What follows belongs to an exercise in optimizing a design on an open flow for small area and a short achievable clock period; a production flow would make more cautious choices. At most, simulation tests tie the RTL to the original design; equivalence was not proved. Only the layout flow was run in runs 3, 4 and 6; the RTL was not checked for function there. Power figures rest on the tool's default switching activity, not on a simulated workload.

### flow/design.v
module OV7670_gt #(parameter W = 8) (input [W-1:0] a, input [W-1:0] b, output y);
	wire [W:0] g;
	assign g[0] = 1'b0;
	genvar i;
	generate for (i = 0; i < W; i = i + 1) begin : s
		assign g[i+1] = (a[i] & ~b[i]) | ((a[i] | ~b[i]) & g[i]);
	end endgenerate
	assign y = g[W];
endmodule
module OV7670_inc #(parameter W = 8) (input [W-1:0] q, input en, output [W-1:0] y, output all1);
	wire [W:0] t;
	assign t[0] = 1'b1;
	genvar i;
	generate for (i = 0; i < W; i = i + 1) begin : s
		assign t[i+1] = t[i] & q[i];
		assign y[i] = q[i] ^ (en & t[i]);
	end endgenerate
	assign all1 = t[W];
endmodule
module OV7670_updn #(parameter W = 8) (input [W-1:0] q, input up, input dn, output [W-1:0] y);
	wire [W:0] c;
	assign c[0] = up | dn;
	genvar i;
	generate for (i = 0; i < W; i = i + 1) begin : s
		assign c[i+1] = c[i] & (q[i] ^ dn);
		assign y[i] = q[i] ^ c[i];
	end endgenerate
endmodule
module OV7670_col(
	input clk,
	input rst,
	input clr,        
	input vs_rise,
	input fall,       
	input rowclr,     
	input fresh,
	input fire,       
	output reg [11:0] Prom,
	output reg [7:0] Inc,
	output reg [7:0] D
);
	reg [5:0] A, P;
	wire [11:0] prom_n;
	wire [5:0] a_n;
	wire prom_all1, a_all1;
	OV7670_inc #(12) iprom(.q(Prom), .en(fire), .y(prom_n), .all1(prom_all1));
	OV7670_inc #(6) ia(.q(A), .en(fire), .y(a_n), .all1(a_all1));
	wire up, dn;
	OV7670_gt #(6) cup(.a(A), .b(P), .y(up));
	OV7670_gt #(6) cdn(.a(P), .b(A), .y(dn));
	wire [7:0] inc_n;
	OV7670_updn #(8) uinc(.q(Inc), .up(up), .dn(dn), .y(inc_n));
	wire inc_is0 = ~|Inc;
	wire inc_is255 = &Inc;
	wire d_is0 = ~|D;
	wire d_zero = fresh | (up & d_is0 & ~inc_is255) | (dn & inc_is0);
	wire d_full = up & inc_is255;
	wire [7:0] d_step;
	OV7670_updn #(8) ud(.q(D), .up(dn), .dn(up), .y(d_step));
	always @(posedge clk) begin
		Prom <= clr ? 12'd0 : prom_n;
		A <= (clr | rowclr) ? 6'd0 : a_n;
		if (clr) P <= 6'd0;
		else if (rowclr) P <= A;
		if (rst) Inc <= 8'd0;
		else if (vs_rise) Inc <= 8'd100;
		else if (fall) Inc <= inc_n;
		if (fall) D <= d_zero ? 8'd0 : d_full ? 8'd255 : d_step;
	end
endmodule
module OV7670(
	input Reset,
	output reg [11:0]  PixelData,
	output [14:0] PAddress,
	output reg WPixel,
	input Pclock,
	input Href,
	input Vsync,
	input [7:0] Data,
	output reg [1:0] Promedio,
	output reg [1:0] Forma
);
	reg Href_prev, VSync_prev, Sync;
	reg [7:0] XPixel, YPixel;
	reg [10:0] PAhi;             
	reg [1:0] fcol;              
	reg fk;                      
	reg fresh;                   
	reg [2:0] fd;                
	reg gRG, gGR, gRB, gBR, gGB, gBG;  
	assign PAddress = {PAhi, XPixel[3:0]};
	wire vs_rise = Vsync & ~VSync_prev;
	wire fall    = ~Vsync & ~Href & Href_prev;
	wire hi_byte = ~Vsync & Href & ~Sync;
	wire lo_byte = ~Vsync & Href & Sync;
	wire clr = Reset | vs_rise;
	wire [7:0] xp1, yp1;
	wire x_all1, y_all1;
	OV7670_inc #(8) ix(.q(XPixel), .en(1'b1), .y(xp1), .all1(x_all1));
	OV7670_inc #(8) iy(.q(YPixel), .en(1'b1), .y(yp1), .all1(y_all1));
	wire x_ge175 = XPixel[7] & (XPixel[6] | XPixel[5] & (XPixel[4] | (&XPixel[3:0])));
	wire x_gt175 = XPixel[7] & (XPixel[6] | XPixel[5] & XPixel[4]);
	wire y_ge143 = YPixel[7] & (YPixel[6] | YPixel[5] | YPixel[4] | (&YPixel[3:0]));
	wire y_gt143 = YPixel[7] & (YPixel[6] | YPixel[5] | YPixel[4]);
	wire x_out_inc = x_ge175 & ~x_all1;
	wire y_out_inc = y_ge143 & ~y_all1;
	wire pd_zero = ~Vsync & (fall ? y_out_inc : (y_gt143 | (lo_byte ? x_out_inc : x_gt175)));
	wire x_lo15 = &XPixel[3:0];
	wire [10:0] pa_inc = PAhi + (x_all1 ? 11'h7F1 : 11'h001);
	wire [10:0] d_fall = 11'd11 - {7'd0, XPixel[7:4]};
	wire [10:0] pa_fall = y_all1 ? 11'd0 : PAhi + d_fall;
	wire xwin = (XPixel >= 8'd38) & (XPixel <= 8'd136);
	wire ywin = (YPixel >= 8'd23) & (YPixel <= 8'd121);
	wire [3:0] cR = PixelData[11:8];
	wire [3:0] cG = PixelData[7:4];
	wire [3:0] cB = Data[7:4];
	wire rgtg, ggtr, mgtb, bgtm;
	OV7670_gt #(4) c0(.a(cR), .b(cG), .y(rgtg));
	OV7670_gt #(4) c1(.a(cG), .b(cR), .y(ggtr));
	wire [3:0] cM = rgtg ? cR : cG;
	OV7670_gt #(4) c2(.a(cM), .b(cB), .y(mgtb));
	OV7670_gt #(4) c3(.a(cB), .b(cM), .y(bgtm));
	wire wpre = Sync & xwin & ywin;
	wire armR = wpre & fk & (fcol == 2'd1) & rgtg;
	wire armG = wpre & fk & (fcol == 2'd2) & ggtr;
	wire armB = wpre & fk & (fcol == 2'd3);
	wire act = Href & ~Vsync;
	wire fireR = act & armR & mgtb;
	wire fireG = act & armG & mgtb;
	wire fireB = act & armB & bgtm;
	wire win = act & wpre;
	wire bdom = bgtm;
	wire gdom = ggtr & mgtb;
	wire rdom = rgtg & mgtb;
	wire [1:0] c = {bdom | gdom, bdom | rdom};
	wire upd = win & (bdom | gdom | rdom);
	wire same = (fcol == c);
	wire rowclr = fall & ~VSync_prev;
	wire [11:0] PR, PG, PB;
	wire [7:0] IR, IG, IB, DR, DG, DB;
	OV7670_col colR(.clk(Pclock), .rst(Reset), .clr(clr), .vs_rise(vs_rise), .fall(fall), .rowclr(rowclr), .fresh(fresh), .fire(fireR), .Prom(PR), .Inc(IR), .D(DR));
	OV7670_col colG(.clk(Pclock), .rst(Reset), .clr(clr), .vs_rise(vs_rise), .fall(fall), .rowclr(rowclr), .fresh(fresh), .fire(fireG), .Prom(PG), .Inc(IG), .D(DG));
	OV7670_col colB(.clk(Pclock), .rst(Reset), .clr(clr), .vs_rise(vs_rise), .fall(fall), .rowclr(rowclr), .fresh(fresh), .fire(fireB), .Prom(PB), .Inc(IB), .D(DB));
	wire eRG = (PR == PG);
	wire eRB = (PR == PB);
	wire eGB = (PG == PB);
	wire zR = ~|PR;
	wire zG = ~|PG;
	wire zB = ~|PB;
	reg nRG, nGR, nRB, nBR, nGB, nBG;
	always @(*) begin
		{nRG, nGR, nRB, nBR, nGB, nBG} = {gRG, gGR, gRB, gBR, gGB, gBG};
		if (fd[0]) begin  
			nRG = ~zR & ~gGR;  nGR = zR ? ~zG : gGR & ~eRG;
			nRB = ~zR & ~gBR;  nBR = zR ? ~zB : gBR & ~eRB;
		end
		if (fd[1]) begin  
			nGR = ~zG & ~gRG;  nRG = zG ? ~zR : gRG & ~eRG;
			nGB = ~zG & ~gBG;  nBG = zG ? ~zB : gBG & ~eGB;
		end
		if (fd[2]) begin  
			nBR = ~zB & ~gRB;  nRB = zB ? ~zR : gRB & ~eRB;
			nBG = ~zB & ~gGB;  nGB = zB ? ~zG : gGB & ~eGB;
		end
	end
	wire rwin = nRG & nRB;
	wire gwin = nGR & nGB;
	wire bwin = nBR & nBG;
	wire [7:0] Isel = rwin ? IR : gwin ? IG : IB;
	wire [7:0] Dsel = rwin ? DR : gwin ? DG : DB;
	wire inrange = (Isel > 8'd88) & (Isel < 8'd112);
	wire dgt12 = (Dsel > 8'd12);
	wire [1:0] f_shape = inrange ? ((fresh | dgt12) ? 2'b10 : 2'b01) : 2'b11;
	wire [1:0] p_n = rwin ? 2'b01 : gwin ? 2'b10 : bwin ? 2'b11 : 2'b00;
	wire [1:0] f_n = (rwin | gwin | bwin) ? f_shape : 2'b00;
	always @(posedge Pclock) begin
		if (Reset) begin
			Href_prev <= 1'b0;
			VSync_prev <= 1'b0;
			Sync <= 1'b0;
			WPixel <= 1'b0;
			XPixel <= 8'd0;
			YPixel <= 8'd0;
			PAhi <= 11'd0;
			PixelData <= 12'd0;
			fcol <= 2'd0;
			fk <= 1'b0;
			fresh <= 1'b1;
			fd <= 3'd0;
			{gRG, gGR, gRB, gBR, gGB, gBG} <= 6'd0;
			Promedio <= 2'd0;
			Forma <= 2'd0;
		end else begin
			Href_prev <= Href;
			VSync_prev <= Vsync;
			Sync <= hi_byte;
			WPixel <= lo_byte;
			if (Vsync | fall) XPixel <= 8'd0;
			else if (lo_byte) XPixel <= xp1;
			if (Vsync) YPixel <= 8'd0;
			else if (fall) YPixel <= yp1;
			if (Vsync) PAhi <= 11'd0;
			else if (fall) PAhi <= pa_fall;
			else if (lo_byte & x_lo15) PAhi <= pa_inc;
			if (pd_zero) PixelData <= 12'd0;
			else begin
				if (hi_byte) PixelData[11:4] <= Data;
				if (lo_byte) PixelData[3:0] <= Data[7:4];
			end
			if (upd) begin
				if (same & fk) begin
					fcol <= 2'd0;
					fk <= 1'b0;
				end else if (same) begin
					fk <= 1'b1;
				end else begin
					fcol <= c;
					fk <= 1'b0;
				end
			end
			fd <= {fireB, fireG, fireR};
			if (vs_rise) {gRG, gGR, gRB, gBR, gGB, gBG} <= 6'd0;
			else {gRG, gGR, gRB, gBR, gGB, gBG} <= {nRG, nGR, nRB, nBR, nGB, nBG};
			if (vs_rise) fresh <= 1'b1;
			else if (fall) fresh <= 1'b0;
			if (vs_rise) begin
				Promedio <= p_n;
				Forma <= f_n;
			end
		end
	end
endmodule
### flow/run.sh
#!/bin/bash
# synth_recipe.tcl (not shown) runs the flow's synth.tcl, then flattens the netlist and writes it again
# the make line also repeats each setting of config.mk as NAME=value (left out here)
make -C /OpenROAD-flow-scripts/flow DESIGN_CONFIG=/design/flow/config.mk WORK_HOME=/design/flow/orfs CLKGATE_MAP_FILE= SYNTH_SCRIPT=/design/flow/synth_recipe.tcl finish
### flow/config.mk
export PLATFORM = sky130hd
export DESIGN_NAME = OV7670
export DESIGN_NICKNAME = OV7670
export VERILOG_FILES = /design/flow/design.v
export SDC_FILE = /design/flow/constraint.sdc
export NUM_CORES = 4
export LEC_CHECK = 0
export CAP_MARGIN = 20
export CORE_MARGIN = 2
export CORE_UTILIZATION = 40
export SETUP_SLACK_MARGIN = 5
export SLEW_MARGIN = 20
### flow/constraint.sdc
create_clock -name core_clock -period 8.0 [get_ports {Pclock}]
set_input_delay 1.6000 -clock core_clock [delete_from_list [all_inputs] [get_ports {Pclock}]]
set_output_delay 1.6000 -clock core_clock [all_outputs]
set_load 0.01 [all_outputs]
==> reports/summary.txt, run 1 <==
status = finished clean
number of nets in the layout = 1440
Critical Path Sink Type = register
total iterations of the first detailed-routing run = 5
initial antenna violation count = 0
CTS tree = built
Max rail drop VDD = 0.120 mV
final wirelength = 28000 um
total CTS buffers = 17
most used flip-flop cell after synthesis = sky130_fd_sc_hd__dfxtp_1
Final Hold Vio Count = 0
Synth top area share = 28.4%
Startpoint Class = register
Rows = 60
share of final-layout standard cells stronger than drive strength 1 = 17.7%
leading cell types by count after synthesis = sky130_fd_sc_hd__dfxtp_1 (156), sky130_fd_sc_hd__nand2_1 (151), sky130_fd_sc_hd__nor2_1 (149)
class of the tightest hold or removal check = reg2reg
power density of the placed cells = 141 mW/mm^2
flop and latch count out of synthesis = 180
largest net degree at the start of global routing = 63
Netlist cell types = 87
endpoint arrival time on the critical path = 3.63 ns
most instantiated library cell after synthesis = sky130_fd_sc_hd__dfxtp_1
cells traversed along the worst timing path = ha_4, ha_4, ha_4, ha_4, ha_4, ha_4, ha_4, ha_4, a41o_1, a21oi_2, nor2b_1, o21a_1, o41a_1, xnor2_2, nor2_2, xnor2_1, o21ai_1
wire length of the first global-routing pass = 45600 um
maximum root-to-sink buffer count = 2
clock latency on the worst-skew pair = 0.44 ns
maximum fanout along the worst path = 2
vias per inst = 5.53
share of synthesized flip-flops with an asynchronous set or reset = 0%
die height = 170 um
cell count after synthesis = 1346
via count of the routed design = 9612
Warnings, synthesis = 2
maxcap violations = 0
sequential element share of the synthesized area = 34.9%
Avg Cell Area, Syn = 8.18 um^2
count of hold buffers inserted by post-cts repair = 0
FILL cells = 2524
layout overhead on the synthesized area = 21.8%
Starting Density = 40.8%
drt wl/cell = 16.1 um
Clock Sink Count = 180
Final min period = 3.31 ns
CP max stage delay = 0.43 ns
headroom to the max-slew limit = 33.9%
number of synthesized flops with an enable pin = 24
most repeated library cell on the critical path = sky130_fd_sc_hd__ha_4
number of remaining DRC errors = 0
register clock-pin slew on the reported worst setup and hold paths = 0.07 ns
Ant. Diodes = 0
Least-Margin Pin Slew = 0.987 ns
timing-limited maximum frequency = 0.302 GHz
Cell Area, Synth = 0.0110 mm^2
final critical-path share of the clock period = 41.4%
CP Class = reg2reg
vias in the first global route = 9044
placeable core region = 0.0270 mm^2
Starting DRT DRC Count = 548
count of input and output buffers = 43
Overflow after GRT = 0
area of the die = 0.0289 mm^2
depth of the CTS H-tree = 4
Max Transition Viols Final = 0
overall routing resource usage = 19.3%
Final Skew = 0.0105 ns
slowest library cell on the worst path = sky130_fd_sc_hd__o41a_1
die boundary width = 170 um
clock root buffer = sky130_fd_sc_hd__clkbuf_16
largest area contributor in the synthesized netlist = sky130_fd_sc_hd__dfxtp_1
largest cells by area after synthesis = sky130_fd_sc_hd__dfxtp_1 (28%), sky130_fd_sc_hd__edfxtp_1 (6.5%), sky130_fd_sc_hd__xnor2_1 (5.9%)
weighted congestion at the end of routability-driven global placement = 0.821
setup repair after global routing missed its margin = true
data required time at the worst endpoint = 8.32 ns
final-layout setup total negative slack = 0 ns
LEAKAGE = 0.00506 uW
Final HPWL DP = 18200 um
Setup-failing EPs final = 0
I/O pin cnt = 44
Post-Synthesis Net Count = 1403
count of antenna-violating nets left after detailed routing = 0
post-layout power = 1890 uW
-- power breakdown --
group / internal, uW / switching, uW
Combinational: 46.8 / 74.3
Sequential: 922 / 15.2
Clock: 452 / 381
-- worst max-delay path, delay by kind of cell, from the launching register on --
family / cells / cell delay [ns]
and+or+nand+nor: 2 / 0.20
xor gates and xnor gates: 2 / 0.30
AOI/OAI and AO/OA: 5 / 1.01
adders and majority gates: 8 / 1.30
DFF: 1 / 0.36
-- cell type report --
| type | count | area (um^2) | share of cell area, % |
|---|---|---|---|
| flip-flops and latches | 180 | 3880 | 28.9 |
| clock inverters | 13 | 124 | 0.924 |
| well taps | 341 | 427 | 3.18 |
| inverters | 37 | 145 | 1.08 |
| repair buffers | 95 | 935 | 6.97 |
| multi-input cells | 1051 | 7430 | 55.4 |
| clock buffers | 19 | 454 | 3.39 |
| repair inverters | 1 | 7.51 | 0.0560 |
-- sequential cells by signal (all words and copies together) (netlist names), 6 cells and up --
register	count
colR.Prom	12
colR.Inc	8
colG.Prom	12
colG.A	6
colG.P	6
colR.A	6
colG.D	8
colB.D	8
YPixel	8
colB.P	6
colB.Inc	8
colB.A	6
PixelData	12
PAhi	11
colG.Inc	8
colB.Prom	12
colR.P	6
colR.D	8
XPixel	8
-- placed cells by master, fill, tap and decap left out, types with 28 or more instances in the layout --
cell / instances
sky130_fd_sc_hd__xor2_1: 62
sky130_fd_sc_hd__nand2b_1: 28
sky130_fd_sc_hd__nand2_1: 145
sky130_fd_sc_hd__nor2_1: 142
sky130_fd_sc_hd__dfxtp_1: 135
sky130_fd_sc_hd__ha_1: 29
sky130_fd_sc_hd__buf_4: 30
sky130_fd_sc_hd__xnor2_1: 62
sky130_fd_sc_hd__o21ai_0: 39
sky130_fd_sc_hd__a21oi_1: 105
sky130_fd_sc_hd__inv_1: 34
-- path summary, 6_finish.rpt --
kind,from,slack (ns),end,cells after the start
min reg2reg,Forma[1]$_SDFFE_PP0P_,0.45,Forma[1]$_SDFFE_PP0P_,2
max,XPixel[0]$_SDFFE_PP0P_,4.69,PAhi[10]$_SDFFE_PP0P_,17
min,Forma[1]$_SDFFE_PP0P_,0.45,Forma[1]$_SDFFE_PP0P_,2
max reg2reg,XPixel[0]$_SDFFE_PP0P_,4.69,PAhi[10]$_SDFFE_PP0P_,17
-- metrics by stage --
stage	cell area [um^2]	util [%]	setup slack (ns)	hold WS, ns	cells
3_3_place_gp	11700	43.4	3.37	0.444	1655
2_1_floorplan	11200	-	4.55	0.436	1346
3_5_place_dp	11700	43.4	3.31	0.447	1655
4_1_cts	13000	48.1	4.66	0.457	1728
5_1_grt	13400	49.7	4.58	0.468	1737
6_report	13400	49.7	4.69	0.455	1737
-- routing by layer --
layer	track usage [%]	part of all wire [%]	vias up
li1	-	-	4815
met1	25.9	48	4597
met2	32.3	48	180
met3	3.09	3.3	20
met4	5.09	1.1	0
met5	0	0	-
-- what timing repair did --
| item | in CTS | in global routing |
|---|---|---|
| pin swaps | 50 | 41 |
| endpoints found under the hold margin | 0 | 0 |
| setup buffers | 37 | 8 |
| endpoints found under the setup margin | 186 | 124 |
| gates resized for setup | 142 | 80 |
| gates cloned | 4 | 1 |
-- cell families after synthesis --
group | Yosys count | synth area share [%]
buf+inv | 118 | 4.54
mux | 15 | 1.44
xor+xnor | 136 | 10.8
flops | 180 | 34.9
fa+ha+maj | 49 | 5.55
compound gates | 307 | 18.3
simple gates | 541 | 24.4
==> run 2, diff against run 1 <==
--- a/flow/config.mk
+++ b/flow/config.mk
@@ -10,3 +10,2 @@
 export CORE_UTILIZATION = 40
-export SETUP_SLACK_MARGIN = 5
 export SLEW_MARGIN = 20
==> reports/summary.txt, run 2 <==
status = finished clean
timing-limited maximum frequency = 0.224 GHz
Starting DRT DRC Count = 518
final critical-path share of the clock period = 55.7%
total CTS buffers = 17
postcts setup bufs = 0
Warnings, synthesis = 2
Max rail drop VDD = 0.151 mV
Max Transition Viols Final = 0
largest net degree at the start of global routing = 40
total iterations of the first detailed-routing run = 4
vias per inst = 5.41
weighted congestion at the end of routability-driven global placement = 0.806
final wirelength = 25200 um
Final HPWL DP = 18000 um
headroom to the max-slew limit = 36.0%
placeable core region = 0.0270 mm^2
die boundary width = 170 um
I/O pin cnt = 44
data required time at the worst endpoint = 8.32 ns
maxcap violations = 0
Cell Area, Synth = 0.0110 mm^2
overall routing resource usage = 18.2%
largest area contributor in the synthesized netlist = sky130_fd_sc_hd__dfxtp_1
number of synthesized flops with an enable pin = 24
placed cell count = 1657
Starting Density = 40.8%
Ant. Diodes = 0
cell count after synthesis = 1346
Final Hold Vio Count = 0
maximum root-to-sink buffer count = 2
share of final-layout standard cells stronger than drive strength 1 = 5.86%
CTS tree = built
sequential element share of the synthesized area = 34.9%
LEAKAGE = 0.00447 uW
final cell count without fillers = 1689
CP Class = in2reg
count of antenna-violating nets left after detailed routing = 0
most frequent cells in the layout = sky130_fd_sc_hd__dfxtp_1 (156), sky130_fd_sc_hd__nand2_1 (151), sky130_fd_sc_hd__nor2_1 (149)
initial antenna violation count = 0
Netlist cell types = 87
final-layout setup total negative slack = 0 ns
layout overhead on the synthesized area = 10.4%
clock root buffer = sky130_fd_sc_hd__clkbuf_16
final design instance area without fill = 0.0122 mm^2
Least-Margin Pin Slew = 0.955 ns
Overflow after GRT = 0
count of hold buffers inserted by post-cts repair = 0
number of cells upsized or downsized after cts = 0
instance area after placement = 0.0116 mm^2
most common cell after layout, fill and taps aside = sky130_fd_sc_hd__dfxtp_1
maximum fanout along the worst path = 15
most used flip-flop cell after synthesis = sky130_fd_sc_hd__dfxtp_1
endpoint arrival time on the critical path = 4.78 ns
number of remaining DRC errors = 0
Setup-failing EPs final = 0
FILL cells = 2671
Avg Cell Area, Syn = 8.18 um^2
Rows = 60
clock latency on the worst-skew pair = 0.44 ns
most instantiated library cell after synthesis = sky130_fd_sc_hd__dfxtp_1
post-layout power = 1880 uW
Critical Path Sink Type = register
via count of the routed design = 9134
power density of the placed cells = 154 mW/mm^2
largest cells by area after synthesis = sky130_fd_sc_hd__dfxtp_1 (28%), sky130_fd_sc_hd__edfxtp_1 (6.5%), sky130_fd_sc_hd__xnor2_1 (5.9%)
drt wl/cell = 14.9 um
depth of the CTS H-tree = 4
vias in the first global route = 8734
class of the tightest hold or removal check = reg2reg
setup repair after global routing missed its margin = false
area of the die = 0.0289 mm^2
Synth top area share = 28.4%
number of nets in the layout = 1392
count of input and output buffers = 43
share of synthesized flip-flops with an asynchronous set or reset = 0%
register clock-pin slew on the reported worst setup and hold paths = 0.07 ns
Startpoint Class = primary input
Final min period = 4.46 ns
leading cell types by count after synthesis = sky130_fd_sc_hd__dfxtp_1 (156), sky130_fd_sc_hd__nand2_1 (151), sky130_fd_sc_hd__nor2_1 (149)
Final Skew = 0.0138 ns
die height = 170 um
wire length of the first global-routing pass = 43300 um
flop and latch count out of synthesis = 180
Clock Sink Count = 180
Post-Synthesis Net Count = 1403
[run 2: report_power, final]
| part | leakage (uW) | switching, uW | internal [uW] | total (uW) |
|---|---|---|---|---|
| registers | 0.00149 | 14.1 | 923 | 937 |
| logic | 0.00269 | 62.6 | 39.2 | 102 |
| clock network | 0.000289 | 375 | 462 | 837 |
| total | 0.00447 | 451 | 1420 | 1880 |
[run 2: cell type report]
type / count / area, um^2 / share of cell area, %
Clock buffer: 20 / 468 / 3.85
Clock inverter: 12 / 118 / 0.968
Sequential cell: 180 / 3840 / 31.6
Inverter: 37 / 139 / 1.14
Tap cell: 341 / 427 / 3.51
Timing Repair Buffer: 51 / 490 / 4.04
Multi-Input combinational cell: 1048 / 6670 / 54.9
[run 2: layer usage]
metal	track usage [%]	vias to the layer above	part of all wire [%]
met5	0	-	0
met4	4.76	0	1.2
met3	2.58	19	2.6
met2	29.9	111	46
met1	25.0	4297	50
li1	-	4707	-
[run 2: metrics by stage]
stage	worst slack [ns]	hold slack (ns)	utilization [%]
finish	3.54	0.455	45.1
global route	3.33	0.470	45.1
CTS	3.60	0.457	45.1
detailed placement	3.14	0.448	42.9
global placement	3.22	0.442	42.9
floorplan	4.24	0.436	-
[run 2: logic make-up (layout without fill, tap and decap cells)]
logic type / count (synthesis) / count (layout) / synth area share, %
buffers and inverters: 118 / 120 / 4.54
AND/OR/NAND/NOR: 541 / 541 / 24.4
AO/OA/AOI/OAI: 307 / 307 / 18.3
multiplexers: 15 / 15 / 1.44
adder cells (fa/ha/maj): 49 / 49 / 5.55
XOR/XNOR: 136 / 136 / 10.8
flip-flops: 180 / 180 / 34.9
[run 2: worst paths after layout]
path                            slack [ns]  cells past startpoint                      end                   start
worst min-delay path                  0.45                      2    Forma[1]$_SDFFE_PP0P_   Forma[1]$_SDFFE_PP0P_
worst max-delay path                  3.54                      8  colB.Prom[8]$_SDFF_PP0_                   Vsync
worst min register to register        0.45                      2    Forma[1]$_SDFFE_PP0P_   Forma[1]$_SDFFE_PP0P_
worst max register to register        4.03                     17    PAhi[10]$_SDFFE_PP0P_  XPixel[0]$_SDFFE_PP0P_
[run 2: worst max-delay path: stages]
cell,delay [ns]
sky130_fd_sc_hd__clkdlybuf4s50_1,0.59
sky130_fd_sc_hd__nand3b_4,0.36
sky130_fd_sc_hd__a2111oi_4,0.43
sky130_fd_sc_hd__nand4_4,0.19
sky130_fd_sc_hd__nor4_4,0.71
sky130_fd_sc_hd__and3_1,0.52
sky130_fd_sc_hd__a31oi_1,0.14
sky130_fd_sc_hd__a41o_1,0.22
==> run 3, diff against run 2 <==
--- a/flow/design.v
+++ b/flow/design.v
@@ -108,5 +108,15 @@
 	wire x_lo15 = &XPixel[3:0];
-	wire [10:0] pa_inc = PAhi + (x_all1 ? 11'h7F1 : 11'h001);
-	wire [10:0] d_fall = 11'd11 - {7'd0, XPixel[7:4]};
-	wire [10:0] pa_fall = y_all1 ? 11'd0 : PAhi + d_fall;
+	wire [6:0] U = PAhi[10:4];
+	wire [3:0] L = PAhi[3:0];
+	wire [6:0] u_up, u_dn;
+	wire u_all1;
+	OV7670_inc #(7) iu(.q(U), .en(1'b1), .y(u_up), .all1(u_all1));
+	OV7670_updn #(7) du(.q(U), .up(1'b0), .dn(1'b1), .y(u_dn));
+	wire [4:0] li = {1'b0, L} + 5'd1;
+	wire [6:0] ui = li[4] ? (x_all1 ? U : u_up) : (x_all1 ? u_dn : U);
+	wire [10:0] pa_inc = {ui, li[3:0]};
+	wire [4:0] dfl = 5'd11 - {1'b0, XPixel[7:4]};
+	wire [4:0] lf = {1'b0, L} + {1'b0, dfl[3:0]};
+	wire [6:0] uf = lf[4] ? (dfl[4] ? U : u_up) : (dfl[4] ? u_dn : U);
+	wire [10:0] pa_fall = y_all1 ? 11'd0 : {uf, lf[3:0]};
 	wire xwin = (XPixel >= 8'd38) & (XPixel <= 8'd136);
==> flow/flow/run.sh (new file) <==
#!/bin/bash
# The standard layout, with plain buffers (instead of the default delay
# buffer) on the input and output ports.
set -euo pipefail
bash standard.sh 'BUFFER_PORTS_ARGS=-buffer_cell sky130_fd_sc_hd__buf_2' finish > standard.log 2>&1
==> flow/standard.sh (new file) <==
#!/bin/bash
# synth_recipe.tcl (not shown) runs the flow's synth.tcl, then flattens the netlist and writes it again
# the make line also repeats each setting of config.mk as NAME=value (left out here)
make -C /OpenROAD-flow-scripts/flow DESIGN_CONFIG=/design/flow/config.mk WORK_HOME=/design/flow/orfs CLKGATE_MAP_FILE= SYNTH_SCRIPT=/design/flow/synth_recipe.tcl "${@:-finish}"
--- a/flow/config.mk
+++ b/flow/config.mk
@@ -10,2 +10,3 @@
 export CORE_UTILIZATION = 40
+export SETUP_SLACK_MARGIN = 5
 export SLEW_MARGIN = 20
removed: flow/run.sh
==> reports/summary.txt, run 3 <==
status = finished clean
internal portion of total power = 1440 uW
die boundary width = 170 um
Avg Cell Area, Syn = 8.18 um^2
Post-Synthesis Net Count = 1405
maximum root-to-sink buffer count = 2
sequential element share of the synthesized area = 34.8%
area of the multi-input gates = 0.00717 mm^2
most instantiated library cell after synthesis = sky130_fd_sc_hd__dfxtp_1
share of synthesized flip-flops with an asynchronous set or reset = 0%
termination of the worst setup path = colR.Prom[6]$_SDFF_PP0_
final wirelength = 27600 um
via count of the routed design = 9746
vias per inst = 5.59
number of nets in the layout = 1444
total CTS buffers = 17
clock latency on the worst-skew pair = 0.44 ns
Cell Area, Synth = 0.0110 mm^2
R2R Path End = colG.Prom[11]$_SDFF_PP0_
Max Transition Viols Final = 0
area share of fa/ha/maj cells after synthesis = 5.03%
die height = 170 um
placed cell count = 1654
headroom to the max-slew limit = 25.2%
Final Hold Vio Count = 0
met3 demand-to-capacity share in global routing = 2.98%
sequential cell area = 0.00384 mm^2
weighted congestion at the end of routability-driven global placement = 0.838
Critical Path Sink Type = register
Starting DRT DRC Count = 702
class of the tightest hold or removal check = reg2reg
drt wl/cell = 15.8 um
flop and latch count out of synthesis = 180
fraction of power consumed by the clock network = 44.0%
Setup-failing EPs final = 0
power spent charging and discharging nets = 494 uW
Ant. Diodes = 0
setup repair after global routing missed its margin = true
count of input and output buffers = 43
CTS tree = built
most common cell after layout, fill and taps aside = sky130_fd_sc_hd__dfxtp_1
r2r setup slk = 5.04 ns
post-layout power = 1930 uW
most utilized layer in the global route result = met2
vias in the first global route = 8844
overall routing resource usage = 18.9%
count of antenna-violating nets left after detailed routing = 0
wire length of the first global-routing pass = 45000 um
final critical-path share of the clock period = 38.6%
simple-gate area share of the yosys netlist = 25.2%
sequential power share = 48.4%
timing-limited maximum frequency = 0.324 GHz
Synth top area share = 28.3%
Synth Area in Compound Gates = 19.9%
Final Skew = 0.0115 ns
Reg-to-Reg Start = PixelData[7]$_SDFFE_PP0P_
leading cell types by count after synthesis = sky130_fd_sc_hd__dfxtp_1 (156), sky130_fd_sc_hd__nor2_1 (137), sky130_fd_sc_hd__nand2_1 (131)
area of the die = 0.0290 mm^2
maxcap violations = 0
depth of the CTS H-tree = 4
layout overhead on the synthesized area = 17.5%
I/O pin cnt = 44
initial antenna violation count = 0
final-layout setup total negative slack = 0 ns
Final HPWL DP = 18500 um
power density of the placed cells = 149 mW/mm^2
number of synthesized flops with an enable pin = 24
share of final-layout standard cells stronger than drive strength 1 = 17.3%
LEAKAGE = 0.00489 uW
final standard cell utilization of the core = 48.0%
total iterations of the first detailed-routing run = 5
Clock Sink Count = 180
proportion of total power due to net switching = 25.6%
number of remaining DRC errors = 0
final design instance area without fill = 0.0130 mm^2
cell count after synthesis = 1350
most used flip-flop cell after synthesis = sky130_fd_sc_hd__dfxtp_1
Combinational Power Share = 7.6%
Least-Margin Pin Slew = 1.11 ns
maximum fanout along the worst path = 5
largest area contributor in the synthesized netlist = sky130_fd_sc_hd__dfxtp_1
data required time at the worst endpoint = 8.33 ns
largest cells by area after synthesis = sky130_fd_sc_hd__dfxtp_1 (28%), sky130_fd_sc_hd__edfxtp_1 (6.5%), sky130_fd_sc_hd__a21oi_1 (5.1%)
Max rail drop VDD = 0.122 mV
largest net degree at the start of global routing = 72
instance area after placement = 0.0116 mm^2
post-synthesis xor/xnor area fraction = 8.25%
register clock-pin slew on the reported worst setup and hold paths = 0.07 ns
CP Class = in2reg
dominant combinational cell family by area after synthesis = simple AND/OR/NAND/NOR gates
FILL cells = 2556
Warnings, synthesis = 2
final cell count without fillers = 1743
clock root buffer = sky130_fd_sc_hd__clkbuf_16
logic depth of the worst register-to-register path = 10
Starting Density = 40.9%
count of hold buffers inserted by post-cts repair = 0
endpoint arrival time on the critical path = 3.42 ns
Final min period = 3.09 ns
multiplexer area fraction after synthesis = 2.19%
launching element of the worst setup path = Vsync
Startpoint Class = primary input
placeable core region = 0.0270 mm^2
most frequent cells in the layout = sky130_fd_sc_hd__dfxtp_1 (156), sky130_fd_sc_hd__nor2_1 (129), sky130_fd_sc_hd__nand2_1 (129)
Overflow after GRT = 0
Netlist cell types = 97
fraction of met1 tracks used by global routing = 26.6%
Rows = 60
met2 routing resource usage after global routing = 30.5%
-- run 3: changes by cell type after synthesis, sizes merged, moves of 9 or more --
cell,delta
o31ai,+9
inv,+9
o21ai,-9
xnor2,-28
a211oi,+9
nor2,-12
clkbuf,+11
nand2,-20
a31oi,+11
nor3,+10
-- run 3: how the worst min path moves through the flow --
stage | start | cells after the start | end | slack, ns
floorplan | colR.P[3]$_SDFFE_PP0P_ | 2 | colR.P[3]$_SDFFE_PP0P_ | 0.44
global placement | Promedio[1]$_SDFFE_PP0P_ | 2 | Promedio[1]$_SDFFE_PP0P_ | 0.45
detailed placement | colG.P[2]$_SDFFE_PP0P_ | 2 | colG.P[2]$_SDFFE_PP0P_ | 0.45
CTS | Promedio[1]$_SDFFE_PP0P_ | 2 | Promedio[1]$_SDFFE_PP0P_ | 0.46
global route | PixelData[0]$_SDFFE_PP0P_ | 2 | PixelData[0]$_SDFFE_PP0P_ | 0.48
finish | Promedio[1]$_SDFFE_PP0P_ | 2 | Promedio[1]$_SDFFE_PP0P_ | 0.45
-- run 3: layout make-up --
cell class / count / area share [%]
Clock inverter: 12 / 0.897
Timing Repair Buffer: 102 / 5.79
Sequential cell: 180 / 29.6
Clock buffer: 20 / 3.61
Multi-Input combinational cell: 1041 / 55.2
Tap cell: 341 / 3.29
Inverter: 47 / 1.59
-- run 3: kinds of logic (layout without fill, tap and decap cells) --
group | count (synthesis) | count (layout)
and+or+nand+nor | 547 | 548
AOI/OAI and AO/OA | 322 | 323
DFF | 180 | 180
buffers and inverters | 131 | 181
xor gates and xnor gates | 104 | 104
adders and majority gates | 44 | 44
muxes | 22 | 22
-- run 3: per-layer routing --
metal | up-vias | part of all wire (%)
li1 | 4932 | -
met1 | 4650 | 50
met2 | 144 | 46
met3 | 20 | 2.8
met4 | 0 | 0.84
met5 | - | 0
-- run 3: critical path, stage by stage --
cell                       delay (ns)
sky130_fd_sc_hd__buf_12          0.10
sky130_fd_sc_hd__nand3b_1        0.18
sky130_fd_sc_hd__nor3_2          0.18
sky130_fd_sc_hd__and4_4          0.30
sky130_fd_sc_hd__buf_6           0.13
sky130_fd_sc_hd__nand3_4         0.09
sky130_fd_sc_hd__nor4_4          0.35
sky130_fd_sc_hd__buf_6           0.19
sky130_fd_sc_hd__a31oi_1         0.09
sky130_fd_sc_hd__a41o_1          0.21
-- run 3: power by group through the flow --
stage	Clock, uW	Sequential [uW]	Combinational, uW
finish	849	934	147
global route	898	936	158
CTS	861	934	128
detailed placement	0	955	119
global placement	0	954	118
floorplan	0	950	92.4
-- run 3: repair_timing --
action,4_1_cts,5_1_grt
resized for setup,30,50
endpoints found under the setup margin,132,84
hold endpoints to repair,0,0
buffers inserted,27,26
cloned,1,3
pin swaps,11,25
-- run 3: per-stage QoR --
stage,worst slack [ns],hold WS [ns]
after floorplan,4.65,0.436
after global placement,3.68,0.446
after detailed placement,3.57,0.452
after CTS,4.91,0.461
after global routing,4.78,0.475
final,4.91,0.455
==> run 4, diff against run 3 <==
--- a/flow/design.v
+++ b/flow/design.v
@@ -87,2 +87,5 @@
 	reg fk;                      
+	reg rgtg, ggtr;              
+	reg [3:0] cM;                
+	reg armW, armR, armG, armB;  
 	reg fresh;                   
@@ -123,15 +126,21 @@
 	wire ywin = (YPixel >= 8'd23) & (YPixel <= 8'd121);
-	wire [3:0] cR = PixelData[11:8];
-	wire [3:0] cG = PixelData[7:4];
+	wire [3:0] dR = Data[7:4];
+	wire [3:0] dG = Data[3:0];
+	wire d_rgtg, d_ggtr;
+	OV7670_gt #(4) c0(.a(dR), .b(dG), .y(d_rgtg));
+	OV7670_gt #(4) c1(.a(dG), .b(dR), .y(d_ggtr));
+	wire d_wpre = ~Reset & hi_byte & xwin & ywin;
+	always @(posedge Pclock) begin
+		rgtg <= d_rgtg;
+		ggtr <= d_ggtr;
+		cM <= d_rgtg ? dR : dG;
+		armW <= d_wpre;
+		armR <= d_wpre & fk & (fcol == 2'd1) & d_rgtg;
+		armG <= d_wpre & fk & (fcol == 2'd2) & d_ggtr;
+		armB <= d_wpre & fk & (fcol == 2'd3);
+	end
 	wire [3:0] cB = Data[7:4];
-	wire rgtg, ggtr, mgtb, bgtm;
-	OV7670_gt #(4) c0(.a(cR), .b(cG), .y(rgtg));
-	OV7670_gt #(4) c1(.a(cG), .b(cR), .y(ggtr));
-	wire [3:0] cM = rgtg ? cR : cG;
+	wire mgtb, bgtm;
 	OV7670_gt #(4) c2(.a(cM), .b(cB), .y(mgtb));
 	OV7670_gt #(4) c3(.a(cB), .b(cM), .y(bgtm));
-	wire wpre = Sync & xwin & ywin;
-	wire armR = wpre & fk & (fcol == 2'd1) & rgtg;
-	wire armG = wpre & fk & (fcol == 2'd2) & ggtr;
-	wire armB = wpre & fk & (fcol == 2'd3);
 	wire act = Href & ~Vsync;
@@ -140,3 +149,3 @@
 	wire fireB = act & armB & bgtm;
-	wire win = act & wpre;
+	wire win = act & armW;
 	wire bdom = bgtm;
==> reports/summary.txt, run 4 <==
fraction of met1 tracks used by global routing = 26.2%
met2 routing resource usage after global routing = 28.9%
Starting Density = 41.0%
Max rail drop VDD = 0.120 mV
clock latency on the worst-skew pair = 0.44 ns
status = finished clean
Final Hold Vio Count = 0
depth of the CTS H-tree = 4
largest cells by area after synthesis = sky130_fd_sc_hd__dfxtp_1 (30%), sky130_fd_sc_hd__edfxtp_1 (6.5%), sky130_fd_sc_hd__xor2_1 (6.3%)
total iterations of the first detailed-routing run = 5
Reg-to-Reg Start = YPixel[0]$_SDFFE_PP0P_
logic depth of the worst register-to-register path = 14
post-layout power = 2060 uW
share of final-layout standard cells stronger than drive strength 1 = 18.4%
endpoint arrival time on the critical path = 3.44 ns
Critical Path Sink Type = register
timing-limited maximum frequency = 0.322 GHz
Ant. Diodes = 0
data required time at the worst endpoint = 8.33 ns
I/O pin cnt = 44
die height = 170 um
weighted congestion at the end of routability-driven global placement = 0.795
vias per inst = 5.53
layout overhead on the synthesized area = 17.1%
final design instance area without fill = 0.0130 mm^2
class of the tightest hold or removal check = reg2reg
most utilized layer in the global route result = met2
largest net degree at the start of global routing = 72
flop and latch count out of synthesis = 190
drt wl/cell = 15.8 um
Starting DRT DRC Count = 718
Hold Path Stages = 2
sequential element share of the synthesized area = 36.5%
Avg Cell Area, Syn = 8.38 um^2
cell count after synthesis = 1320
maxcap violations = 0
number of synthesized flops with an enable pin = 24
final critical-path share of the clock period = 38.8%
CP Class = in2reg
maximum fanout along the worst path = 4
Setup-failing EPs final = 0
most common cell after layout, fill and taps aside = sky130_fd_sc_hd__dfxtp_1
Least-Margin Pin Slew = 0.858 ns
headroom to the max-slew limit = 42.6%
Cell Area, Synth = 0.0111 mm^2
final-layout setup total negative slack = 0 ns
instance area after placement = 0.0115 mm^2
count of antenna-violating nets left after detailed routing = 0
Rows = 60
Overflow after GRT = 0
register clock-pin slew on the reported worst setup and hold paths = 0.07 ns
fraction of power consumed by the clock network = 45.9%
final wirelength = 26900 um
initial antenna violation count = 0
power density of the placed cells = 159 mW/mm^2
Final HPWL DP = 17700 um
setup repair after global routing missed its margin = true
hold wc startpoint = colR.A[5]$_SDFF_PP0_
wire length of the first global-routing pass = 43400 um
number of remaining DRC errors = 0
Final Skew = 0.0146 ns
most frequent cells in the layout = sky130_fd_sc_hd__dfxtp_1 (165), sky130_fd_sc_hd__nand2_1 (133), sky130_fd_sc_hd__nor2_1 (123)
launching element of the worst setup path = Data[5]
Warnings, synthesis = 2
area of the die = 0.0290 mm^2
CTS tree = built
placeable core region = 0.0270 mm^2
count of input and output buffers = 43
internal portion of total power = 1580 uW
Clock Sink Count = 190
most instantiated library cell after synthesis = sky130_fd_sc_hd__dfxtp_1
r2r setup slk = 5.14 ns
via count of the routed design = 9414
Netlist cell types = 93
number of nets in the layout = 1406
count of hold buffers inserted by post-cts repair = 0
power spent charging and discharging nets = 471 uW
clock root buffer = sky130_fd_sc_hd__clkbuf_16
worst hold path endpoint = colR.P[5]$_SDFFE_PP0P_
CP max stage delay = 0.35 ns
met3 demand-to-capacity share in global routing = 3.14%
leading cell types by count after synthesis = sky130_fd_sc_hd__dfxtp_1 (166), sky130_fd_sc_hd__nand2_1 (141), sky130_fd_sc_hd__nor2_1 (129)
share of synthesized flip-flops with an asynchronous set or reset = 0%
Startpoint Class = primary input
slowest library cell on the worst path = sky130_fd_sc_hd__a311oi_4
largest area contributor in the synthesized netlist = sky130_fd_sc_hd__dfxtp_1
vias in the first global route = 8510
Synth top area share = 30.0%
combined buffer and inverter count along the critical path = 1
sequential power share = 48.2%
LEAKAGE = 0.00499 uW
overall routing resource usage = 18.4%
total CTS buffers = 17
maximum root-to-sink buffer count = 2
die boundary width = 170 um
R2R Path End = PAhi[5]$_SDFFE_PP0P_
Max Transition Viols Final = 0
most used flip-flop cell after synthesis = sky130_fd_sc_hd__dfxtp_1
proportion of total power due to net switching = 22.9%
cell class contributing the biggest share of worst-path delay = compound AO/OA/AOI/OAI gates
cells traversed along the worst timing path = buf_8, nand2b_4, a311oi_4, o31ai_4, a32oi_2, xnor2_1, nor2_2, mux2_4, a31o_4
Final min period = 3.11 ns
Post-Synthesis Net Count = 1375
Combinational Power Share = 5.9%
[run 4: cell count changes after synthesis, sizes merged, moves of 9 or more]
cell	delta
buf	+11
xor2	+22
a31oi	-12
nor3	-10
a21oi	-20
nand2	+10
dfxtp	+10
maj3	+9
[run 4: layout make-up]
| class | instances | area (um^2) |
|---|---|---|
| Clock buffer | 19 | 475 |
| Clock inverter | 11 | 176 |
| Fill cell | 2587 | 14100 |
| Inverter | 43 | 179 |
| Multi-Input combinational cell | 1002 | 6970 |
| Sequential cell | 190 | 4050 |
| Tap cell | 341 | 427 |
| Timing Repair Buffer | 95 | 669 |
| Timing Repair inverter | 2 | 17.5 |
[run 4: metal layers]
| metal | vias up | wire length, um |
|---|---|---|
| li1 | 4743 | - |
| met1 | 4465 | 13400 |
| met2 | 185 | 12200 |
| met3 | 21 | 1020 |
| met4 | 0 | 274 |
| met5 | - | 0 |
[run 4: worst max path at each step]
stage,depth (start not counted),slack (ns),end
floorplan,8,4.69,colG.A[5]$_SDFF_PP0_
global placement,7,4.02,colG.Inc[6]$_SDFFE_PP0P_
detailed placement,9,3.86,PixelData[6]$_SDFFE_PP0P_
CTS,9,4.95,colG.Prom[9]$_SDFF_PP0_
global route,10,4.84,colR.A[4]$_SDFF_PP0_
finish,9,4.89,fcol[1]$_SDFFE_PP0P_
[run 4: what timing repair did]
item / 4_1_cts / 5_1_grt
endpoints found under the setup margin: 121 / 71
buffers inserted: 18 / 32
resized for setup: 36 / 50
gates cloned: 2 / 2
pin swaps: 16 / 18
[run 4: kinds of logic (layout without fill, tap and decap cells)]
family                   Yosys count  in the layout  synth area share (%)
flip-flops                       190            190                  36.5
multiplexers                      19             19                  1.96
adder cells (fa/ha/maj)           53             53                  5.88
XOR/XNOR                         125            125                  9.89
buffers and inverters            130            170                  4.93
AO/OA/AOI/OAI                    265            266                  16.1
AND/OR/NAND/NOR                  538            539                  24.7
[run 4: tightest hold or removal path, delay by kind of cell (launching register included)]
kind,cells,cell delay (ns)
compound gates,1,0.05
flops,1,0.31
simple gates,1,0.05
[run 4: per-stage QoR]
step	setup slack [ns]	instances	hold WS, ns	utilization, %
2_1_floorplan	4.69	1320	0.432	-
3_3_place_gp	4.02	1619	0.443	42.6
3_5_place_dp	3.86	1619	0.448	42.6
4_1_cts	4.95	1669	0.455	46.1
5_1_grt	4.84	1703	0.467	48.0
6_report	4.89	1703	0.449	48.0
[run 4: power by group through the flow]
stage | sequential, uW | combinational [uW] | clock, uW
floorplan | 1010 | 76.0 | 0
global placement | 1010 | 94.4 | 0
detailed placement | 1010 | 95.4 | 0
CTS | 990 | 108 | 964
global route | 993 | 132 | 1000
finish | 991 | 121 | 943
==> run 5, diff against run 4 <==
--- a/flow/design.v
+++ b/flow/design.v
@@ -10,18 +10,14 @@
 module OV7670_inc #(parameter W = 8) (input [W-1:0] q, input en, output [W-1:0] y, output all1);
-	wire [W:0] t;
-	assign t[0] = 1'b1;
+	assign y[0] = q[0] ^ en;
 	genvar i;
-	generate for (i = 0; i < W; i = i + 1) begin : s
-		assign t[i+1] = t[i] & q[i];
-		assign y[i] = q[i] ^ (en & t[i]);
+	generate for (i = 1; i < W; i = i + 1) begin : s
+		assign y[i] = q[i] ^ (en & (&q[i-1:0]));
 	end endgenerate
-	assign all1 = t[W];
+	assign all1 = &q;
 endmodule
 module OV7670_updn #(parameter W = 8) (input [W-1:0] q, input up, input dn, output [W-1:0] y);
-	wire [W:0] c;
-	assign c[0] = up | dn;
+	assign y[0] = q[0] ^ (up | dn);
 	genvar i;
-	generate for (i = 0; i < W; i = i + 1) begin : s
-		assign c[i+1] = c[i] & (q[i] ^ dn);
-		assign y[i] = q[i] ^ c[i];
+	generate for (i = 1; i < W; i = i + 1) begin : s
+		assign y[i] = q[i] ^ ((up & (&q[i-1:0])) | (dn & ~(|q[i-1:0])));
 	end endgenerate
@@ -39,3 +35,4 @@
 	output reg [7:0] Inc,
-	output reg [7:0] D
+	output reg [7:0] D,
+	output [1:0] shape   
 );
@@ -59,2 +56,5 @@
 	OV7670_updn #(8) ud(.q(D), .up(dn), .dn(up), .y(d_step));
+	wire inrange = (Inc > 8'd88) & (Inc < 8'd112);
+	wire dgt12 = (D > 8'd12);
+	assign shape = inrange ? ((fresh | dgt12) ? 2'b10 : 2'b01) : 2'b11;
 	always @(posedge clk) begin
@@ -153,5 +153,6 @@
 	wire rdom = rgtg & mgtb;
-	wire [1:0] c = {bdom | gdom, bdom | rdom};
-	wire upd = win & (bdom | gdom | rdom);
-	wire same = (fcol == c);
+	wire [1:0] cm = rgtg ? 2'd1 : 2'd2;
+	wire mdom = mgtb & (rgtg | ggtr);
+	wire sameB = (fcol == 2'd3);
+	wire sameM = (fcol == cm);
 	wire rowclr = fall & ~VSync_prev;
@@ -159,5 +160,6 @@
 	wire [7:0] IR, IG, IB, DR, DG, DB;
-	OV7670_col colR(.clk(Pclock), .rst(Reset), .clr(clr), .vs_rise(vs_rise), .fall(fall), .rowclr(rowclr), .fresh(fresh), .fire(fireR), .Prom(PR), .Inc(IR), .D(DR));
-	OV7670_col colG(.clk(Pclock), .rst(Reset), .clr(clr), .vs_rise(vs_rise), .fall(fall), .rowclr(rowclr), .fresh(fresh), .fire(fireG), .Prom(PG), .Inc(IG), .D(DG));
-	OV7670_col colB(.clk(Pclock), .rst(Reset), .clr(clr), .vs_rise(vs_rise), .fall(fall), .rowclr(rowclr), .fresh(fresh), .fire(fireB), .Prom(PB), .Inc(IB), .D(DB));
+	wire [1:0] SR, SG, SB;
+	OV7670_col colR(.clk(Pclock), .rst(Reset), .clr(clr), .vs_rise(vs_rise), .fall(fall), .rowclr(rowclr), .fresh(fresh), .fire(fireR), .Prom(PR), .Inc(IR), .D(DR), .shape(SR));
+	OV7670_col colG(.clk(Pclock), .rst(Reset), .clr(clr), .vs_rise(vs_rise), .fall(fall), .rowclr(rowclr), .fresh(fresh), .fire(fireG), .Prom(PG), .Inc(IG), .D(DG), .shape(SG));
+	OV7670_col colB(.clk(Pclock), .rst(Reset), .clr(clr), .vs_rise(vs_rise), .fall(fall), .rowclr(rowclr), .fresh(fresh), .fire(fireB), .Prom(PB), .Inc(IB), .D(DB), .shape(SB));
 	wire eRG = (PR == PG);
@@ -187,7 +189,3 @@
 	wire bwin = nBR & nBG;
-	wire [7:0] Isel = rwin ? IR : gwin ? IG : IB;
-	wire [7:0] Dsel = rwin ? DR : gwin ? DG : DB;
-	wire inrange = (Isel > 8'd88) & (Isel < 8'd112);
-	wire dgt12 = (Dsel > 8'd12);
-	wire [1:0] f_shape = inrange ? ((fresh | dgt12) ? 2'b10 : 2'b01) : 2'b11;
+	wire [1:0] f_shape = rwin ? SR : gwin ? SG : SB;
 	wire [1:0] p_n = rwin ? 2'b01 : gwin ? 2'b10 : bwin ? 2'b11 : 2'b00;
@@ -228,12 +226,8 @@
 			end
-			if (upd) begin
-				if (same & fk) begin
-					fcol <= 2'd0;
-					fk <= 1'b0;
-				end else if (same) begin
-					fk <= 1'b1;
-				end else begin
-					fcol <= c;
-					fk <= 1'b0;
-				end
+			if (win & bdom) begin
+				fcol <= (sameB & fk) ? 2'd0 : 2'd3;
+				fk <= sameB & ~fk;
+			end else if (win & mdom) begin
+				fcol <= (sameM & fk) ? 2'd0 : cm;
+				fk <= sameM & ~fk;
 			end
==> reports/summary.txt, run 5 <==
Startpoint Class = primary input
headroom to the max-slew limit = 43.2%
vias in the first global route = 8354
most used flip-flop cell after synthesis = sky130_fd_sc_hd__dfxtp_1
most frequent cells in the layout = sky130_fd_sc_hd__dfxtp_1 (166), sky130_fd_sc_hd__nand2_1 (134), sky130_fd_sc_hd__nor2_1 (126)
Final min period = 3.06 ns
overall routing resource usage = 18.0%
Starting Density = 40.9%
Synth top area share = 31.1%
count of antenna-violating nets left after detailed routing = 0
Final Hold Vio Count = 0
timing-limited maximum frequency = 0.327 GHz
most instantiated library cell after synthesis = sky130_fd_sc_hd__dfxtp_1
final cell count without fillers = 1659
drt wl/cell = 15.0 um
final critical-path share of the clock period = 38.3%
layout overhead on the synthesized area = 13.5%
data required time at the worst endpoint = 8.33 ns
CP Class = in2reg
maximum fanout along the worst path = 6
number of remaining DRC errors = 0
register clock-pin slew on the reported worst setup and hold paths = 0.07 ns
weighted congestion at the end of routability-driven global placement = 0.815
count of hold buffers inserted by post-cts repair = 0
placeable core region = 0.0261 mm^2
LEAKAGE = 0.00454 uW
Post-Synthesis Net Count = 1342
largest cells by area after synthesis = sky130_fd_sc_hd__dfxtp_1 (31%), sky130_fd_sc_hd__edfxtp_1 (6.7%), sky130_fd_sc_hd__xor2_1 (6.6%)
FILL cells = 2604
status = finished clean
wire length of the first global-routing pass = 42100 um
total iterations of the first detailed-routing run = 16
largest area contributor in the synthesized netlist = sky130_fd_sc_hd__dfxtp_1
area of the die = 0.0281 mm^2
Rows = 59
class of the tightest hold or removal check = reg2reg
flop and latch count out of synthesis = 190
placed cell count = 1607
slowest library cell on the worst path = sky130_fd_sc_hd__maj3_2
cell count after synthesis = 1298
leading cell types by count after synthesis = sky130_fd_sc_hd__dfxtp_1 (166), sky130_fd_sc_hd__nand2_1 (139), sky130_fd_sc_hd__nor2_1 (130)
Max rail drop VDD = 0.130 mV
number of nets in the layout = 1355
Critical Path Sink Type = register
cell class contributing the biggest share of worst-path delay = adder cells
number of synthesized flops with an enable pin = 24
share of final-layout standard cells stronger than drive strength 1 = 13.1%
clock latency on the worst-skew pair = 0.43 ns
Setup-failing EPs final = 0
die height = 167 um
share of synthesized flip-flops with an asynchronous set or reset = 0%
sequential element share of the synthesized area = 37.8%
Warnings, synthesis = 2
Least-Margin Pin Slew = 0.847 ns
die boundary width = 167 um
area of the multi-input gates = 0.00639 mm^2
Final HPWL DP = 17300 um
Clock Sink Count = 190
Cell Area, Synth = 0.0107 mm^2
vias per inst = 5.42
count of input and output buffers = 43
power density of the placed cells = 160 mW/mm^2
via count of the routed design = 8997
Ant. Diodes = 0
final-layout setup total negative slack = 0 ns
combined buffer and inverter count along the critical path = 2
setup repair after global routing missed its margin = true
Netlist cell types = 79
maximum root-to-sink buffer count = 2
cells traversed along the worst timing path = buf_8, nor2b_4, o31ai_4, a21oi_2, maj3_2, buf_12, nor3_4, ha_2, and3_4
total CTS buffers = 17
largest net degree at the start of global routing = 61
depth of the CTS H-tree = 4
CP max stage delay = 0.39 ns
Overflow after GRT = 0
Max Transition Viols Final = 0
most common cell after layout, fill and taps aside = sky130_fd_sc_hd__dfxtp_1
clock root buffer = sky130_fd_sc_hd__clkbuf_16
sequential cell area = 0.00404 mm^2
maxcap violations = 0
post-layout power = 1940 uW
Starting DRT DRC Count = 519
initial antenna violation count = 0
endpoint arrival time on the critical path = 3.39 ns
CTS tree = built
Avg Cell Area, Syn = 8.24 um^2
Final Skew = 0.00886 ns
final wirelength = 24900 um
I/O pin cnt = 44
==> run 5: changes by cell type after synthesis, moves of 7 or more <==
cell	previous run	this run
sky130_fd_sc_hd__inv_1	42	61
sky130_fd_sc_hd__buf_2	15	8
sky130_fd_sc_hd__o2bb2ai_1	0	9
sky130_fd_sc_hd__a31oi_1	16	9
sky130_fd_sc_hd__nand2b_1	29	21
sky130_fd_sc_hd__a21oi_1	92	108
sky130_fd_sc_hd__xnor2_1	45	57
sky130_fd_sc_hd__clkbuf_1	60	51
sky130_fd_sc_hd__or4_1	8	1
sky130_fd_sc_hd__and4_1	9	2
sky130_fd_sc_hd__ha_1	42	31
==> run 5: path summary, 6_finish.rpt <==
check,slack [ns],from,depth (start not counted),endpoint
setup / recovery,4.94,Data[5],9,colR.A[0]$_SDFF_PP0_
hold / removal,0.45,Promedio[1]$_SDFFE_PP0P_,2,Promedio[1]$_SDFFE_PP0P_
setup reg to reg,5.22,XPixel[6]$_SDFFE_PP0P_,10,PAhi[7]$_SDFFE_PP0P_
hold reg to reg,0.45,Promedio[1]$_SDFFE_PP0P_,2,Promedio[1]$_SDFFE_PP0P_
==> run 5: through the flow <==
stage	setup WS [ns]	utilization, %	area (um^2)	hold slack (ns)
after floorplan	4.69	-	10800	0.436
after global placement	3.76	42.6	11100	0.440
after detailed placement	3.65	42.6	11100	0.447
after CTS	4.86	45.4	11900	0.458
after global routing	4.89	46.4	12100	0.469
final	4.94	46.4	12100	0.453
==> run 5: worst min-delay path: stages, from the launching register on <==
cell,delay (ns)
sky130_fd_sc_hd__dfxtp_1,0.31
sky130_fd_sc_hd__nand2_1,0.05
sky130_fd_sc_hd__a21oi_1,0.05
==> run 5: cell families (layout without fill, tap and decap cells) <==
logic type,after synthesis,count (layout),share of synthesized area (%)
simple gates,508,508,23.5
xor+xnor,137,137,11.2
flops,190,190,37.8
fa+ha+maj,42,42,4.77
compound gates,276,276,16.5
mux,10,10,0.971
buf+inv,135,161,5.28
==> run 5: layer usage <==
layer,GRT usage [%],vias to the layer above,wire (um)
li1,-,4571,-
met1,24.7,4251,12000
met2,29.8,156,11700
met3,2.67,19,895
met4,4.50,0,260
met5,0,-,0
==> run 5: final cells by class <==
cell class | instances | share of cell area (%)
multi-input cells | 973 | 52.7
flip-flops and latches | 190 | 33.3
repair buffers | 68 | 3.73
clock buffers | 17 | 3.51
well taps | 335 | 3.46
inverters | 61 | 2.02
clock inverters | 15 | 1.24
==> run 5: where the power goes <==
group | internal (uW) | switching (uW) | total [uW]
Sequential | 975 | 12.7 | 988
Combinational | 39.3 | 66.8 | 106
Clock | 442 | 407 | 849
Total | 1460 | 487 | 1940
==> run 5: repair_timing <==
| action | in CTS | in global routing |
|---|---|---|
| pin swaps | 8 | 19 |
| endpoints found under the setup margin | 149 | 56 |
| resized for setup | 32 | 29 |
| buffers inserted | 6 | 14 |
==> run 6, diff against run 5 <==
--- a/flow/design.v
+++ b/flow/design.v
@@ -38,11 +38,14 @@
 );
-	reg [5:0] A, P;
-	wire [11:0] prom_n;
+	reg [5:0] A;      
+	reg [6:0] E;      
+	wire fbk = Prom[11] ^ Prom[5] ^ Prom[3] ^ Prom[0] ^ ~|Prom[10:0];
+	wire [11:0] prom_n = fire ? {Prom[10:0], fbk} : Prom;
 	wire [5:0] a_n;
-	wire prom_all1, a_all1;
-	OV7670_inc #(12) iprom(.q(Prom), .en(fire), .y(prom_n), .all1(prom_all1));
+	wire a_all1;
 	OV7670_inc #(6) ia(.q(A), .en(fire), .y(a_n), .all1(a_all1));
-	wire up, dn;
-	OV7670_gt #(6) cup(.a(A), .b(P), .y(up));
-	OV7670_gt #(6) cdn(.a(P), .b(A), .y(dn));
+	wire [6:0] e_dec;
+	OV7670_updn #(7) ue(.q(E), .up(1'b0), .dn(fire), .y(e_dec));
+	wire [6:0] e_n = {e_dec[6] ^ (fire & a_all1), e_dec[5:0]};
+	wire up = E[6];
+	wire dn = ~E[6] & (|E[5:0]);
 	wire [7:0] inc_n;
@@ -62,4 +65,5 @@
 		A <= (clr | rowclr) ? 6'd0 : a_n;
-		if (clr) P <= 6'd0;
-		else if (rowclr) P <= A;
+		if (clr) E <= 7'd0;
+		else if (rowclr) E <= {1'b0, A};
+		else E <= e_n;
 		if (rst) Inc <= 8'd0;
==> reports/summary.txt, run 6 <==
data required time at the worst endpoint = 8.31 ns
count of antenna-violating nets left after detailed routing = 0
cells traversed along the worst timing path = buf_8, nor2b_4, o311a_4, o31ai_4, nand4_1, buf_6, or3_4, xor2_2, a21oi_1
Max Transition Viols Final = 0
Ant. Diodes = 0
Netlist cell types = 72
final critical-path share of the clock period = 37.2%
maxcap violations = 0
placeable core region = 0.0253 mm^2
Critical Path Sink Type = register
number of remaining DRC errors = 0
count of input and output buffers = 43
wire length of the first global-routing pass = 40600 um
CTS tree = built
Starting Density = 40.8%
count of hold buffers inserted by post-cts repair = 0
class of the tightest hold or removal check = reg2reg
vias per inst = 5.43
maximum root-to-sink buffer count = 2
setup repair after global routing missed its margin = true
Setup-failing EPs final = 0
Least-Margin Pin Slew = 0.977 ns
final wirelength = 24700 um
share of synthesized flip-flops with an asynchronous set or reset = 0%
most used flip-flop cell after synthesis = sky130_fd_sc_hd__dfxtp_1
Final Skew = 0.0141 ns
overall routing resource usage = 18.6%
Final Hold Vio Count = 0
final-layout setup total negative slack = 0 ns
weighted congestion at the end of routability-driven global placement = 0.814
share of final-layout standard cells stronger than drive strength 1 = 14.0%
Final min period = 2.98 ns
Warnings, synthesis = 2
maximum fanout along the worst path = 3
CP max stage delay = 0.35 ns
largest area contributor in the synthesized netlist = sky130_fd_sc_hd__dfxtp_1
Avg Cell Area, Syn = 8.47 um^2
register clock-pin slew on the reported worst setup and hold paths = 0.07 ns
Rows = 58
leading cell types by count after synthesis = sky130_fd_sc_hd__dfxtp_1 (169), sky130_fd_sc_hd__nor2_1 (128), sky130_fd_sc_hd__nand2_1 (121)
initial antenna violation count = 0
sequential element share of the synthesized area = 39.9%
clock root buffer = sky130_fd_sc_hd__clkbuf_16
number of nets in the layout = 1296
largest cells by area after synthesis = sky130_fd_sc_hd__dfxtp_1 (33%), sky130_fd_sc_hd__edfxtp_1 (7.0%), sky130_fd_sc_hd__xnor2_1 (5.4%)
Clock Sink Count = 193
Max rail drop VDD = 0.0968 mV
die boundary width = 164 um
total CTS buffers = 17
Overflow after GRT = 0
status = finished clean
number of synthesized flops with an enable pin = 24
area of the die = 0.0270 mm^2
I/O pin cnt = 44
die height = 164 um
final standard cell utilization of the core = 47.7%
Post-Synthesis Net Count = 1259
most frequent cells in the layout = sky130_fd_sc_hd__dfxtp_1 (169), sky130_fd_sc_hd__nor2_1 (127), sky130_fd_sc_hd__nand2_1 (116)
most common cell after layout, fill and taps aside = sky130_fd_sc_hd__dfxtp_1
cell count after synthesis = 1215
timing-limited maximum frequency = 0.336 GHz
total iterations of the first detailed-routing run = 5
endpoint arrival time on the critical path = 3.29 ns
slowest library cell on the worst path = sky130_fd_sc_hd__or3_4
largest net degree at the start of global routing = 47
CP Class = in2reg
drt wl/cell = 15.5 um
depth of the CTS H-tree = 4
via count of the routed design = 8668
Starting DRT DRC Count = 514
LEAKAGE = 0.00460 uW
Final HPWL DP = 16000 um
Synth top area share = 32.9%
power density of the placed cells = 170 mW/mm^2
most instantiated library cell after synthesis = sky130_fd_sc_hd__dfxtp_1
Cell Area, Synth = 0.0103 mm^2
headroom to the max-slew limit = 34.3%
vias in the first global route = 8125
Startpoint Class = primary input
layout overhead on the synthesized area = 17.0%
flop and latch count out of synthesis = 193
clock latency on the worst-skew pair = 0.44 ns
## run 6: kinds of logic after synthesis
family	Yosys count	synth area share, %
xor+xnor	125	10.8
compound gates	270	16.2
fa+ha+maj	36	4.35
simple gates	452	21.5
flops	193	39.9
buf+inv	105	3.99
mux	34	3.34
## run 6: stage by stage
stage / instance area, um^2 / std cells / hold slack, ns / worst slack, ns / total power, uW
floorplan: 10600 / 1215 / 0.445 / 4.77 / 1110
global placement: 10900 / 1531 / 0.441 / 3.65 / 1140
detailed placement: 10900 / 1531 / 0.447 / 3.55 / 1140
CTS: 11800 / 1583 / 0.458 / 4.95 / 2070
global route: 12000 / 1595 / 0.474 / 4.93 / 2120
finish: 12000 / 1595 / 0.458 / 5.02 / 2050
## run 6: layer usage
layer	vias to the layer above	part of all wire [%]	global-route usage, %
li1	4372	-	-
met1	4130	48	24.8
met2	139	47	30.3
met3	27	4.2	3.57
met4	0	1.5	6.01
met5	-	0	0
## run 6: critical path, delay by kind of cell
family,cells,cell delay [ns]
AO/OA/AOI/OAI,3,0.62
XOR/XNOR,1,0.15
buffers and inverters,2,0.28
AND/OR/NAND/NOR,3,0.65
## run 6: final timing paths
path | to | cells after the start | start | slack (ns)
min | PixelData[0]$_SDFFE_PP0P_ | 2 | PixelData[0]$_SDFFE_PP0P_ | 0.46
max reg2reg | PAhi[7]$_SDFFE_PP0P_ | 9 | XPixel[4]$_SDFFE_PP0P_ | 5.19
max | colR.E[5]$_SDFF_PP0_ | 9 | Data[5] | 5.02
min reg2reg | PixelData[0]$_SDFFE_PP0P_ | 2 | PixelData[0]$_SDFFE_PP0P_ | 0.46
## run 6: timing repair
action                                  CTS  global route
gates resized for setup                  30            26
gates cloned                              5             2
pin swaps                                 6            18
endpoints found under the setup margin   82            74
buffers inserted                         15            10
## run 6: area by class of cell
cell class              count  area, um^2
clock buffers              18         429
well taps                 330         413
clock inverters            14         196
flip-flops and latches    193        4100
repair buffers             78         552
fillers                  2408       13200
repair inverters            2        17.5
multi-input cells         920        6160
inverters                  40         174
## run 6: report_power, final
group / total, uW / internal (uW) / switching [uW]
clock: 913 / 505 / 408
sequential: 1010 / 992 / 15.7
combinational: 131 / 50.1 / 80.4
total: 2050 / 1550 / 505

==> what the ideal ports hide <==
No port has a modelled driver above. Below, the same layouts with a new extraction and two added sets of constraints. Step 1, drivers: a clkbuf_16 drives Pclock and a buf_2 each remaining input, both assumed. Step 2 times the ports against the registers' clock, not the clock port: input delays grow and output delays shrink by t, the midpoint of the rising clock arrivals with the driver on. Slacks: no drivers / after step 1 / after step 2; pairs: no drivers / after step 1.
| run | t, ns | setup WS [ns] | latest minus earliest clock arrival (ns) | pins driven straight from the clock port |
|---|---|---|---|---|
| run 1 | 0.482 | 4.686 / 4.686 / 4.408 | 0.010 / 0.010 | 1 |
| run 2 | 0.475 | 3.543 / 3.570 / 3.095 | 0.014 / 0.014 | 1 |
| run 3 | 0.478 | 4.909 / 4.910 / 4.432 | 0.012 / 0.012 | 1 |
| run 4 | 0.482 | 4.893 / 4.902 / 4.420 | 0.015 / 0.016 | 1 |
| run 5 | 0.476 | 4.939 / 4.946 / 4.470 | 0.010 / 0.010 | 1 |
| run 6 | 0.480 | 5.024 / 5.032 / 4.552 | 0.016 / 0.015 | 1 |
After both steps every run listed still meets setup and hold. The setup slack of run 3, which loses most, moves by +0.001 ns with the drivers and by -0.477 ns with both steps.
